From an optimization exercise on the open Yosys and OpenROAD flow, aimed at small area; shortcuts taken in it are not production practice.
At most, simulation tests tie the RTL to the original design; equivalence was not proved.
Power figures rest on the tool's default switching activity, not on a simulated workload.

Design dpc_5x5, start of the top module:
module dpc_5x5(
	input			clk,
	input			reset_n,
	input			bayer_format,
	input	[7:0]	i_dpc_threshold,
	input	[2:0]	i_video_syn,
	input	[7:0]	i_data_r0,
	input	[7:0]	i_data_r1,
	input	[7:0]	i_data_r2,
	input	[7:0]	i_data_r3,
	input	[7:0]	i_data_r4,
	output	[2:0]	o_video_sync,
	output	[7:0]	o_data
);
Size in the first run: roughly 330 flip-flops, about 0.012 mm2 of cells after synthesis.
clock: 3.5 ns
lec_check: 0
abc_area: 1
cap_margin: 20
core_margin: 2
core_utilization: 40
cts_buf_list: sky130_fd_sc_hd__clkbuf_8
gpl_timing_driven: 0
slew_margin: 20
run.sh (not shown) runs the stock make flow with config.mk's settings and CLKGATE_MAP_FILE= SYNTH_SCRIPT=/design/flow/synth_recipe.tcl, a recipe that flattens the netlist after the stock synthesis.
The starting point ran to the end with violations: negative setup slack.
Change:
==> flow/flow/run.sh (new file) <==
#!/bin/bash
# Layout flow: the standard synthesis, then the combinational logic of
# the synthesised netlist is mapped again for area (ABC amap); registers are
# left exactly as the standard synthesis made them. The rest is the standard
# layout (floorplan to finish). Each tool writes its own log here.
set -euo pipefail
R=orfs/results/${FLOW_PLATFORM}/dpc_5x5/base

# 1. standard synthesis
bash standard.sh synth > log_synth.txt 2>&1

# 2. map the combinational logic again
cp "$R/1_2_yosys.v" log_1_2_yosys_standard.v
yosys -c flow/remap.tcl > log_remap.txt 2>&1
cp remap_out.v "$R/1_2_yosys.v"
rm -f "$R/1_synth.odb" "$R/1_synth.sdc"

# 3. the rest of the standard layout
bash standard.sh > log_layout.txt 2>&1
==> flow/flow/amap.abc (new file) <==
strash
dch -f
amap
topo
==> flow/flow/remap.tcl (new file) <==
# Map the combinational part of the standard synthesis netlist again with an
# area-oriented ABC script. Flip-flops are kept as cells (same names and
# types); only the logic between them is replaced.
yosys -import
set lib $::env(FLOW_HOME)/platforms/$::env(FLOW_PLATFORM)/lib/sky130_fd_sc_hd__tt_025C_1v80.lib
set top $::env(FLOW_TOP)
set net orfs/results/$::env(FLOW_PLATFORM)/dpc_5x5/base/1_2_yosys.v

read_liberty -ignore_miss_func $lib
read_verilog $net
hierarchy -top $top
# keep every sequential cell as it is
setattr -mod -set keep_hierarchy 1 sky130_fd_sc_hd__df* sky130_fd_sc_hd__edf* sky130_fd_sc_hd__sdf* sky130_fd_sc_hd__dl* sky130_fd_sc_hd__sdl*
flatten
opt_clean
stat -liberty $lib

set dont_use {}
foreach c {probe_p_8 probec_p_8 lpflow_*} { lappend dont_use -dont_use sky130_fd_sc_hd__$c }
abc -script flow/amap.abc -liberty $lib {*}$dont_use
opt_clean -purge
stat -liberty $lib
select $top
write_verilog -noattr -noexpr -nohex -nodec -selected remap_out.v
==> flow/standard.sh (new file) <==
#!/bin/bash
# synth_recipe.tcl (not shown) runs the flow's synth.tcl, then flattens the netlist and writes it again
# the make line also repeats each setting of config.mk as NAME=value (left out here)
make -C /OpenROAD-flow-scripts/flow DESIGN_CONFIG=/design/flow/config.mk WORK_HOME=/design/flow/orfs CLKGATE_MAP_FILE= SYNTH_SCRIPT=/design/flow/synth_recipe.tcl "${@:-finish}"
--- a/flow/config.mk
+++ b/flow/config.mk
@@ -11,4 +11,2 @@
 export CORE_UTILIZATION = 40
-export CTS_BUF_LIST = sky130_fd_sc_hd__clkbuf_8
-export GPL_TIMING_DRIVEN = 0
 export SLEW_MARGIN = 20
removed: flow/run.sh
Effect:
- The new run finished but failed the layout checks on negative setup slack
- design area goes up by 6.5%
- via count came out higher by 1.7%
- worst hold slack improved by 0.31 ns
- clock-buffer cell count came out lower by 17
- power went up by 14%
- setup slack is worse by 1.2 ns
- die area goes down by 8.5%
Change:
==> flow/flow/abc.constr (new file) <==
set_driving_cell sky130_fd_sc_hd__buf_1
set_load 5
==> flow/flow/amap.abc (replaced) <==
strash
dch -f
amap
topo
stime -c
buffer -c
upsize -c
dnsize -c
--- a/flow/flow/remap.tcl
+++ b/flow/flow/remap.tcl
@@ -19,3 +19,3 @@
 foreach c {probe_p_8 probec_p_8 lpflow_*} { lappend dont_use -dont_use sky130_fd_sc_hd__$c }
-abc -script flow/amap.abc -liberty $lib {*}$dont_use
+abc -script flow/amap.abc -liberty $lib {*}$dont_use -constr flow/abc.constr -D [expr {int($::env(FLOW_PERIOD_NS) * 1000)}]
 opt_clean -purge
--- a/flow/config.mk
+++ b/flow/config.mk
@@ -7,3 +7,2 @@
 export LEC_CHECK = 0
-export ABC_AREA = 1
 export CAP_MARGIN = 20
The new run produced a layout that fails on negative setup slack. Power went up by 15%. Register-to-register slack is worse by 0.43 ns. Synthesized area went up by 8.9%. Worst setup slack gets worse by 0.43 ns. Die area goes up by 8.7%. Utilization rose by 0.58 points. Count of clock-buffer cells in the layout went down by 2.
No functional check of the RTL was part of any run of this note.

---

Another version of the RTL of dpc_5x5 (not shown whole).
Size: about 65 I/O pins, roughly 0.011 mm2 of cells after synthesis.
export LEC_CHECK = 0
export ABC_AREA = 1
export CAP_MARGIN = 20
export CORE_MARGIN = 2
export CORE_UTILIZATION = 40
export CTS_CLUSTER_DIAMETER = 100
export CTS_CLUSTER_SIZE = 30
export SLEW_MARGIN = 20
create_clock -name core_clock -period 3.5 [get_ports {clk}]
standard.sh (not shown) runs the stock make flow with config.mk's settings and CLKGATE_MAP_FILE= SYNTH_SCRIPT=/design/flow/synth_recipe.tcl, a recipe that flattens the netlist after the stock synthesis.
==> flow/flow/run.sh <==
#!/bin/bash
# Layout flow: the standard synthesis, then the combinational logic of
# the synthesised netlist is mapped again; registers are
# left exactly as the standard synthesis made them. The rest is the standard
# layout (floorplan to finish). Each tool writes its own log here.
set -euo pipefail
R=orfs/results/${FLOW_PLATFORM}/dpc_5x5/base

# 1. standard synthesis
bash standard.sh synth > log_synth.txt 2>&1

# 2. map the combinational logic again
cp "$R/1_2_yosys.v" log_1_2_yosys_standard.v
yosys -c flow/remap.tcl > log_remap.txt 2>&1
cp remap_out.v "$R/1_2_yosys.v"
rm -f "$R/1_synth.odb" "$R/1_synth.sdc"

# 3. the rest of the standard layout
bash standard.sh > log_layout.txt 2>&1
==> flow/flow/abc.constr <==
set_driving_cell sky130_fd_sc_hd__buf_1
set_load 5
==> flow/flow/remap.abc <==
strash
dch
map -D 2400
topo
stime -c
buffer -c
upsize -c
dnsize -c
==> flow/flow/remap.tcl <==
# Map the combinational part of the standard synthesis netlist again: the
# adder cells that synthesis extracted are dissolved into plain logic and
# ABC maps all logic between the registers again, with an ABC script that maps for area under a required time,
# and the constraints of the standard synthesis. Flip-flops are
# kept as cells (same names and types); only the logic between them changes.
yosys -import
set lib $::env(FLOW_HOME)/platforms/$::env(FLOW_PLATFORM)/lib/sky130_fd_sc_hd__tt_025C_1v80.lib
set top $::env(FLOW_TOP)
set net orfs/results/$::env(FLOW_PLATFORM)/dpc_5x5/base/1_2_yosys.v

read_liberty -ignore_miss_func $lib
read_verilog $net
hierarchy -top $top
# keep every sequential cell as it is
setattr -mod -set keep_hierarchy 1 sky130_fd_sc_hd__df* sky130_fd_sc_hd__edf* sky130_fd_sc_hd__sdf* sky130_fd_sc_hd__dl* sky130_fd_sc_hd__sdl*
flatten
opt_clean
stat -liberty $lib

set dont_use {}
foreach c {probe_p_8 probec_p_8 lpflow_*} { lappend dont_use -dont_use sky130_fd_sc_hd__$c }
abc -script flow/remap.abc -liberty $lib {*}$dont_use -constr flow/abc.constr -D [expr {int($::env(FLOW_PERIOD_NS) * 1000)}]
opt_clean -purge
stat -liberty $lib
select $top
write_verilog -noattr -noexpr -nohex -nodec -selected remap_out.v
The baseline completed and failed the layout checks on negative setup slack.
Change:
==> flow/run.sh (new file) <==
#!/bin/bash
# synth_recipe.tcl (not shown) runs the flow's synth.tcl, then flattens the netlist and writes it again
# the make line also repeats each setting of config.mk as NAME=value (left out here)
make -C /OpenROAD-flow-scripts/flow DESIGN_CONFIG=/design/flow/config.mk WORK_HOME=/design/flow/orfs CLKGATE_MAP_FILE= SYNTH_SCRIPT=/design/flow/synth_recipe.tcl finish
removed: flow/flow/run.sh
removed: flow/flow/abc.constr
removed: flow/flow/remap.abc
removed: flow/flow/remap.tcl
removed: flow/standard.sh
This time the run produced a clean layout.
Total power goes down by about 12%.
Combinational power goes down by about 20%.
Sequential share of layout area goes up by 0.89 points.
Final cell count goes up by 5.8%.
Core utilization goes down by 4.4 points.
Global-route usage goes down by 1.3 points.
Die area goes up by about 6%.
Area after synthesis goes up by 6.3%.
No run of this note included a check of the RTL's function; only the layout flow was run.

---

Another version of the RTL of dpc_5x5 (not shown whole).
For scale: roughly 1200 cells after synthesis, about 65 I/O pins, about 0.011 mm² of cells after synthesis.
clock: 3.5 ns
lec_check: 0
abc_area: 1
cap_margin: 20
core_margin: 2
core_utilization: 55
gpl_timing_driven: 0
slew_margin: 20
==> flow/flow/run.sh <==
#!/bin/bash
# Layout flow: the standard synthesis, then the combinational logic of
# the synthesised netlist is mapped again (remap.tcl); registers are left
# exactly as the standard synthesis made them. The re-mapped netlist is used
# only if Yosys proves it equivalent to the standard one (check.tcl). The
# rest is the standard layout (floorplan to finish), with the port buffers
# made of the smallest buffer cell and a clock tree of clkbuf_8 cells in
# clusters of up to 18 sinks, without dummy loads.
# Each tool writes its own log here.
set -euo pipefail
R=orfs/results/${FLOW_PLATFORM}/dpc_5x5/base

# 1. standard synthesis
bash standard.sh synth > log_synth.txt 2>&1

# 2. map the combinational logic again, keep it if proven equivalent
cp "$R/1_2_yosys.v" log_1_2_yosys_standard.v
if yosys -c flow/remap.tcl > log_remap.txt 2>&1 && yosys -c flow/check.tcl > log_check.txt 2>&1; then
	echo "re-mapped netlist proven equivalent; using it" > log_choice.txt
	cp remap_out.v "$R/1_2_yosys.v"
	rm -f "$R/1_synth.odb" "$R/1_synth.sdc"
else
	echo "re-mapped netlist not used; keeping the standard netlist" > log_choice.txt
fi

# 3. the rest of the standard layout
bash standard.sh "BUFFER_PORTS_ARGS=-buffer_cell sky130_fd_sc_hd__buf_1" "CTS_ARGS=-sink_clustering_enable -repair_clock_nets -sink_clustering_size 18 -sink_clustering_max_diameter 80 -dont_use_dummy_load -buf_list sky130_fd_sc_hd__clkbuf_8" finish > log_layout.txt 2>&1
==> flow/flow/remap.abc <==
strash
dc2
dch
map -D 2100
topo
stime -c
buffer -c
upsize -c
dnsize -c
==> flow/flow/remap.tcl <==
# Map the combinational part of the standard synthesis netlist again: the
# adder cells that synthesis extracted are dissolved into plain logic and
# ABC maps all logic between the registers again (a dc2 rewrite, then a
# mapping for area under a 2.1 ns required time, then the sizing steps of
# the standard synthesis script),
# with its delay target and constraints. Flip-flops are
# kept as cells (same names and types); only the logic between them changes.
yosys -import
set lib $::env(FLOW_HOME)/platforms/$::env(FLOW_PLATFORM)/lib/sky130_fd_sc_hd__tt_025C_1v80.lib
set top $::env(FLOW_TOP)
set net orfs/results/$::env(FLOW_PLATFORM)/dpc_5x5/base/1_2_yosys.v

read_liberty -ignore_miss_func $lib
read_verilog $net
hierarchy -top $top
# keep every sequential cell as it is
setattr -mod -set keep_hierarchy 1 sky130_fd_sc_hd__df* sky130_fd_sc_hd__edf* sky130_fd_sc_hd__sdf* sky130_fd_sc_hd__dl* sky130_fd_sc_hd__sdl*
flatten
opt_clean
stat -liberty $lib

set dont_use {}
foreach c {probe_p_8 probec_p_8 lpflow_*} { lappend dont_use -dont_use sky130_fd_sc_hd__$c }
abc -script flow/remap.abc -liberty $lib {*}$dont_use -constr flow/abc.constr -D [expr {int($::env(FLOW_PERIOD_NS) * 1000)}]
opt_clean -purge
stat -liberty $lib
select $top
write_verilog -noattr -noexpr -nohex -nodec -selected remap_out.v
Other scripts of this flow, unchanged in this note and not shown: flow/flow/abc.constr, flow/flow/check.tcl
Edit:
==> flow/flow/remap.abc (replaced) <==
strash
dc2
dch
map -D 2000
topo
stime -c
buffer -c
upsize -c
dnsize -c
--- a/flow/flow/remap.tcl
+++ b/flow/flow/remap.tcl
@@ -4 +4 @@
-# mapping for area under a 2.1 ns required time, then the sizing steps of
+# mapping for area under a 2.0 ns required time, then the sizing steps of
--- a/flow/config.mk
+++ b/flow/config.mk
@@ -12 +12,2 @@
-export GPL_TIMING_DRIVEN = 0
+export CTS_CLUSTER_DIAMETER = 100
+export CTS_CLUSTER_SIZE = 30
First-iteration DRC count falls by 13%.
Clock-buffer cell count rises by 1.
Wire length rises by 0.44%.
Edit:
--- a/flow/flow/run.sh
+++ b/flow/flow/run.sh
@@ -7,2 +7 @@
-# made of the smallest buffer cell and a clock tree of clkbuf_8 cells in
-# clusters of up to 18 sinks, without dummy loads.
+# made of the smallest buffer cell and a clock tree without dummy loads.
==> flow/flow/remap.abc (replaced) <==
strash
dc2
dch
map -D 2100
topo
stime -c
buffer -c
upsize -c
dnsize -c
--- a/flow/flow/remap.tcl
+++ b/flow/flow/remap.tcl
@@ -4 +4 @@
-# mapping for area under a 2.0 ns required time, then the sizing steps of
+# mapping for area under a 2.1 ns required time, then the sizing steps of
Effect: Synthesized cell count is lower by 0.73%. Clock power stays flat. Routed wire length is lower by 1.7%.
Edit:
--- a/flow/flow/run.sh
+++ b/flow/flow/run.sh
@@ -26 +26 @@
-bash standard.sh "BUFFER_PORTS_ARGS=-buffer_cell sky130_fd_sc_hd__buf_1" "CTS_ARGS=-sink_clustering_enable -repair_clock_nets -sink_clustering_size 18 -sink_clustering_max_diameter 80 -dont_use_dummy_load -buf_list sky130_fd_sc_hd__clkbuf_8" finish > log_layout.txt 2>&1
+bash standard.sh "BUFFER_PORTS_ARGS=-buffer_cell sky130_fd_sc_hd__buf_1" "CTS_ARGS=-sink_clustering_enable -repair_clock_nets -sink_clustering_size 30 -sink_clustering_max_diameter 100 -dont_use_dummy_load" finish > log_layout.txt 2>&1
Outcome: The changed run finished clean. Global-route usage came out lower by 0.23 points. First-iteration DRC count came out lower by 4.7%. Synthesized cell count is unchanged. Cell area came out higher by about 0.9%. Worst setup slack gains 0.015 ns.
Edit:
--- a/flow/config.mk
+++ b/flow/config.mk
@@ -11 +11 @@
-export CORE_UTILIZATION = 55
+export CORE_UTILIZATION = 65
Effect:
- final area barely changes
- total power rises by 1.1%
- cell count is lower by about 3.2%
- clock power is about the same

==> re-timing with driven ports <==
In the flow no input, the clock included, has a driving cell. The finished layouts below were timed again as built, in two steps. Step 1: set_driving_cell puts a clkbuf_16 on clk and a buf_2 on each other input, an assumption about the parent block. Step 2 adds t to the input delays and takes it off the output delays; t is the mean of the earliest and latest rising clock arrival at the registers after step 1. Input paths then give back, and output paths get back, about the clock's delay inside the block. a / b / c = ideal ports / drivers / drivers and shift; a / b = the first two.
run	t, ns	setup slack, ns	hold WS [ns]	slew at the worst register clock pin (ns)
the first run of note 1	0.624	-0.033 / -0.033 / -0.255	0.011 / -0.016 / 0.299	0.06 / 0.06
the second run of note 1	0.557	-1.199 / -1.199 / -1.199	0.320 / 0.320 / 0.320	0.06 / 0.06
the third run of note 1	0.561	-1.626 / -1.626 / -1.626	0.315 / 0.315 / 0.315	0.07 / 0.07
the first run of note 2	0.546	-0.334 / -0.334 / -0.334	0.323 / 0.323 / 0.323	0.11 / 0.11
the second run of note 2	0.553	0.140 / 0.140 / -0.161	0.322 / 0.322 / 0.322	0.12 / 0.12
the first run of note 3	0.574	0.219 / 0.219 / -0.084	0.238 / 0.221 / 0.326	0.11 / 0.11
the second run of note 3	0.564	0.291 / 0.291 / 0.039	0.238 / 0.218 / 0.299	0.11 / 0.11
the third run of note 3	0.582	0.183 / 0.183 / 0.009	0.237 / 0.218 / 0.316	0.12 / 0.12
the fourth run of note 3	0.537	0.199 / 0.199 / 0.019	0.258 / 0.237 / 0.264	0.11 / 0.11
the fifth run of note 3	0.531	0.103 / 0.103 / -0.065	0.286 / 0.261 / 0.307	0.11 / 0.11
Met with ideal ports but missed after step 2: setup timing in the second run of note 2, the first run of note 3 and the fifth run of note 3. For the first run of note 3, which loses most, drivers alone change the setup slack by 0.000 ns; drivers and shift together by -0.303 ns.
